This design comes from an exercise in tuning for small area on the open sky130 flow, not from production work. Function was checked by simulation only, so behaviour that the tests miss may differ from the original.

==> flow/design.v (excerpt) <==
module mul1 (
    input clock,
    input reset,
    input logic FU_unit,
    input [31:0] regA,
    input [31:0] regB,
    input logic [4:0] func,
    input logic rollback,
    input logic [5:0] tag_in,
    output logic [31:0] result,
    output logic [5:0] tag_out,
    output done
);
Size: ~2,600 cells after synthesis, about 160 flip-flops, roughly 120 I/O pins, about 26,000 um2 of cells after synthesis.
export LEC_CHECK = 0
export ABC_AREA = 1
export CAP_MARGIN = 20
export CORE_MARGIN = 2
export CORE_UTILIZATION = 60
export CTS_BUF_LIST = sky130_fd_sc_hd__clkbuf_8
export PLACE_DENSITY = 0.7
export SLEW_MARGIN = 20
export SYNTH_HIERARCHICAL = 1
export SYNTH_MINIMUM_KEEP_SIZE = 0
create_clock -name core_clock -period 10.0 [get_ports {clock}]
standard.sh (not shown) runs the stock make flow with config.mk's settings and CLKGATE_MAP_FILE= SYNTH_SCRIPT=/design/flow/synth_recipe.tcl, a recipe that flattens the netlist after the stock synthesis.
==> flow/flow/run.sh <==
#!/bin/bash
# Standard ORFS layout (the standard.sh, standard synthesis unchanged) with
# minimum-size port buffers, no CTS dummy loads, and power/area recovery after
# global routing.
set -euo pipefail
bash standard.sh BUFFER_PORTS_ARGS="-buffer_cell sky130_fd_sc_hd__buf_1" \
  CTS_ARGS="-sink_clustering_enable -repair_clock_nets -dont_use_dummy_load -buf_list sky130_fd_sc_hd__clkbuf_8" \
  RECOVER_POWER=100 finish > standard.log 2>&1
The first run ran to the end with no violations.
Change:
==> flow/flow/run.sh (replaced) <==
#!/bin/bash
# Standard ORFS layout (the standard.sh, standard synthesis unchanged) with
# minimum-size port buffers and power/area recovery after global routing.
set -euo pipefail
bash standard.sh BUFFER_PORTS_ARGS="-buffer_cell sky130_fd_sc_hd__buf_1" RECOVER_POWER=100 finish > standard.log 2>&1
Settings changed: CORE_UTILIZATION 60 to 45, PLACE_DENSITY 0.7 to 0.6.
What happened: Critical path depth rose by 2. Cell area rose by 1.9%. Core utilization fell by 15 points. Worst setup slack improved by 0.079 ns. Die area rose by 33%. Global-route usage fell by 8.8 points. Count of clock-buffer cells in the layout does not change.

## alpha
Starting RTL as in the previous note.
==> flow/design.v (excerpt) <==
module mul1 (
    input clock,
    input reset,
    input logic FU_unit,
    input [31:0] regA,
    input [31:0] regB,
    input logic [4:0] func,
    input logic rollback,
    input logic [5:0] tag_in,
    output logic [31:0] result,
    output logic [5:0] tag_out,
    output done
);
export LEC_CHECK = 0
export ABC_AREA = 1
export CAP_MARGIN = 20
export CORE_MARGIN = 2
export CORE_UTILIZATION = 65
export CTS_BUF_LIST = sky130_fd_sc_hd__clkbuf_8
export GPL_ROUTABILITY_DRIVEN = 1
export PLACE_DENSITY = 0.65
export SLEW_MARGIN = 20
export SYNTH_HIERARCHICAL = 1
export SYNTH_MINIMUM_KEEP_SIZE = 0
create_clock -name core_clock -period 10.0 [get_ports {clock}]
==> flow/flow/run.sh <==
#!/bin/bash
# Standard ORFS layout (the standard.sh, standard synthesis unchanged) with
# minimum-size port buffers, no CTS dummy loads, and power/area recovery after
# global routing.
set -euo pipefail
bash standard.sh BUFFER_PORTS_ARGS="-buffer_cell sky130_fd_sc_hd__buf_1" \
  CTS_ARGS="-sink_clustering_enable -repair_clock_nets -dont_use_dummy_load -buf_list sky130_fd_sc_hd__clkbuf_8" \
  RECOVER_POWER=100 finish > standard.log 2>&1
diff inputs: alpha => beta
# alpha
export LEC_CHECK = 0
export ABC_AREA = 1
export CAP_MARGIN = 20
export CORE_MARGIN = 2
export CORE_UTILIZATION = 65
export CTS_BUF_LIST = sky130_fd_sc_hd__clkbuf_8
export GPL_ROUTABILITY_DRIVEN = 1
export PLACE_DENSITY = 0.65
export SLEW_MARGIN = 20
export SYNTH_HIERARCHICAL = 1
export SYNTH_MINIMUM_KEEP_SIZE = 0
create_clock -name core_clock -period 10.0 [get_ports {clock}]
# beta
export LEC_CHECK = 0
export ABC_AREA = 1
export CAP_MARGIN = 20
export CORE_MARGIN = 2
export CORE_UTILIZATION = 60
export CTS_BUF_LIST = sky130_fd_sc_hd__clkbuf_8
export PLACE_DENSITY = 0.7
export SLEW_MARGIN = 20
export SYNTH_HIERARCHICAL = 1
export SYNTH_MINIMUM_KEEP_SIZE = 0
create_clock -name core_clock -period 10.0 [get_ports {clock}]
==> flow/flow/run.sh <==
#!/bin/bash
# Standard ORFS layout (the standard.sh, standard synthesis unchanged) with
# minimum-size port buffers, no CTS dummy loads, and power/area recovery after
# global routing.
set -euo pipefail
bash standard.sh BUFFER_PORTS_ARGS="-buffer_cell sky130_fd_sc_hd__buf_1" \
  CTS_ARGS="-sink_clustering_enable -repair_clock_nets -dont_use_dummy_load -sink_clustering_size 24 -sink_clustering_max_diameter 120 -buf_list sky130_fd_sc_hd__clkbuf_8" \
  RECOVER_POWER=100 finish > standard.log 2>&1
### Flow results
The flow did not stop early for beta: all stages ran, and the layout cleared the timing, DRC and antenna checks. The pin slew with the least headroom to its limit reported for beta is smaller than that of alpha by 0.13 ns. alpha and beta ended up with nearly the same proportion of cell area occupied by registers. Looking at launch point of the worst path, the regB[11] result is from beta; the regB[19] one comes from alpha. beta vs alpha — sum of net half-perimeters after detailed placement dropped by a few percent.
The following lists how gamma was set up differently from beta:
# beta
export LEC_CHECK = 0
export ABC_AREA = 1
export CAP_MARGIN = 20
export CORE_MARGIN = 2
export CORE_UTILIZATION = 60
export CTS_BUF_LIST = sky130_fd_sc_hd__clkbuf_8
export PLACE_DENSITY = 0.7
export SLEW_MARGIN = 20
export SYNTH_HIERARCHICAL = 1
export SYNTH_MINIMUM_KEEP_SIZE = 0
create_clock -name core_clock -period 10.0 [get_ports {clock}]
# gamma
export LEC_CHECK = 0
export ABC_AREA = 1
export CAP_MARGIN = 20
export CORE_MARGIN = 2
export CORE_UTILIZATION = 60
export CTS_BUF_LIST = sky130_fd_sc_hd__clkbuf_8
export PLACE_DENSITY = 0.85
export SLEW_MARGIN = 20
export SYNTH_HIERARCHICAL = 1
export SYNTH_MINIMUM_KEEP_SIZE = 0
create_clock -name core_clock -period 10.0 [get_ports {clock}]
==> flow/flow/run.sh <==
#!/bin/bash
# Standard ORFS layout (the standard.sh, standard synthesis unchanged) with
# minimum-size port buffers, no CTS dummy loads, and power/area recovery after
# global routing.
set -euo pipefail
bash standard.sh BUFFER_PORTS_ARGS="-buffer_cell sky130_fd_sc_hd__buf_1" \
  CTS_ARGS="-sink_clustering_enable -repair_clock_nets -dont_use_dummy_load -buf_list sky130_fd_sc_hd__clkbuf_8" \
  RECOVER_POWER=100 finish > standard.log 2>&1
## What came out
beta and gamma ended up with roughly the same number of nets in the layout. Minimum setup slack in the final design (gamma over beta): increase, 0.20 ns. The routed wire length on met3 number comes out higher for gamma vs beta. [compare] base=beta new=gamma: number of non-filler instances in the completed layout held, number of routed nets with antenna violations held, flip-flop and latch count held, cell area held. beta and gamma ended up with roughly the same sequential share of layout area. Between gamma and beta, the max-slew headroom at the worst pin is lower for gamma.
> inputs changed (gamma -> delta)
# gamma
export LEC_CHECK = 0
export ABC_AREA = 1
export CAP_MARGIN = 20
export CORE_MARGIN = 2
export CORE_UTILIZATION = 60
export CTS_BUF_LIST = sky130_fd_sc_hd__clkbuf_8
export PLACE_DENSITY = 0.85
export SLEW_MARGIN = 20
export SYNTH_HIERARCHICAL = 1
export SYNTH_MINIMUM_KEEP_SIZE = 0
create_clock -name core_clock -period 10.0 [get_ports {clock}]
# delta
export LEC_CHECK = 0
export ABC_AREA = 1
export CAP_MARGIN = 20
export CORE_MARGIN = 2
export CORE_UTILIZATION = 65
export CTS_BUF_LIST = sky130_fd_sc_hd__clkbuf_8
export GPL_ROUTABILITY_DRIVEN = 0
export PLACE_DENSITY = 0.75
export SLEW_MARGIN = 20
export SYNTH_HIERARCHICAL = 1
export SYNTH_MINIMUM_KEEP_SIZE = 0
create_clock -name core_clock -period 10.0 [get_ports {clock}]
==> run summary <==
- Compared with gamma, in delta met1 global-route usage went down; sequential share of layout area did not really move; global-route usage over all layers went up.
- Between gamma and delta, share of the clock period used by the worst path is higher for delta, gamma comes in under that.
- Final routed wire length divided by cell count shrinks by a few percent when moving from gamma to delta.
- Summary of delta over gamma: wire length now smaller; fraction of the core area covered by cells at the end of the flow up 4.7 points; count of instances resized after the clock tree is built shows no meaningful change.
- Compared delta vs gamma, and worst hold slack is down in delta.
- delta: initial antenna violation count is 3 higher than what gamma reported.
- Area enclosed by the die boundary was lower in the run labelled delta.
#### Input delta (epsilon over delta)
# delta
export LEC_CHECK = 0
export ABC_AREA = 1
export CAP_MARGIN = 20
export CORE_MARGIN = 2
export CORE_UTILIZATION = 65
export CTS_BUF_LIST = sky130_fd_sc_hd__clkbuf_8
export GPL_ROUTABILITY_DRIVEN = 0
export PLACE_DENSITY = 0.75
export SLEW_MARGIN = 20
export SYNTH_HIERARCHICAL = 1
export SYNTH_MINIMUM_KEEP_SIZE = 0
create_clock -name core_clock -period 10.0 [get_ports {clock}]
# epsilon
export LEC_CHECK = 0
export ABC_AREA = 1
export CAP_MARGIN = 20
export CORE_MARGIN = 2
export CORE_UTILIZATION = 70
export CTS_BUF_LIST = sky130_fd_sc_hd__clkbuf_8
export PLACE_DENSITY = 0.7999999999999999
export SLEW_MARGIN = 20
export SYNTH_HIERARCHICAL = 1
export SYNTH_MINIMUM_KEEP_SIZE = 0
create_clock -name core_clock -period 10.0 [get_ports {clock}]
Notes after the runs:
The cell area after layout reported for epsilon is greater than that of delta by 0.32%.
Where maximum clock frequency is concerned, delta is outperformed by epsilon.
Compared to delta, the router laid down more metal wire for epsilon.
Across delta and epsilon, none had a timing, DRC or antenna violation.
From delta to epsilon the numbers moved as follows: multi-input combinational cell area held steady; insertion delay of the later-clocked pin in the worst-skew pair grew by 0.02 ns; global routing usage summed across all routing layers grew by 5.4 points; synthesis-to-finish area growth grew by 0.34 points.

re-timing with driven ports:
In the flow no input, the clock included, has a driving cell. The finished layouts below were timed again as built, in two steps.
Step 1 assumes that a clkbuf_16 drives the clock port and a buf_2 every other input.
Step 2 also shifts input and output timing later by t, the mid clock arrival at the registers, as if the neighbouring blocks saw the same clock.
a / b / c = ideal / step 1 / step 2; a / b = the first two.
run	t, ns	setup slack, ns	worst setup path at the end	clock arrival spread, ns	pins driven straight from the clock port
the first run of note 1	0.522	0.466 / 0.485 / -0.037	input to register	0.047 / 0.046	1
the second run of note 1	0.538	0.545 / 0.564 / 0.025	input to register	0.030 / 0.029	1
alpha	0.508	0.448 / 0.475 / -0.034	input to register	0.050 / 0.051	1
beta	0.522	0.466 / 0.485 / -0.037	input to register	0.047 / 0.046	1
gamma	0.517	0.668 / 0.659 / 0.142	input to register	0.028 / 0.028	1
delta	0.510	0.351 / 0.367 / -0.142	input to register	0.038 / 0.039	1
epsilon	0.510	0.622 / 0.512 / 0.002	input to register	0.053 / 0.053	1
With both steps, setup timing fails in the first run of note 1, alpha, beta and delta, where it was met with ideal ports. For epsilon, which loses most, drivers alone change the setup slack by -0.110 ns; drivers and shift together by -0.620 ns.
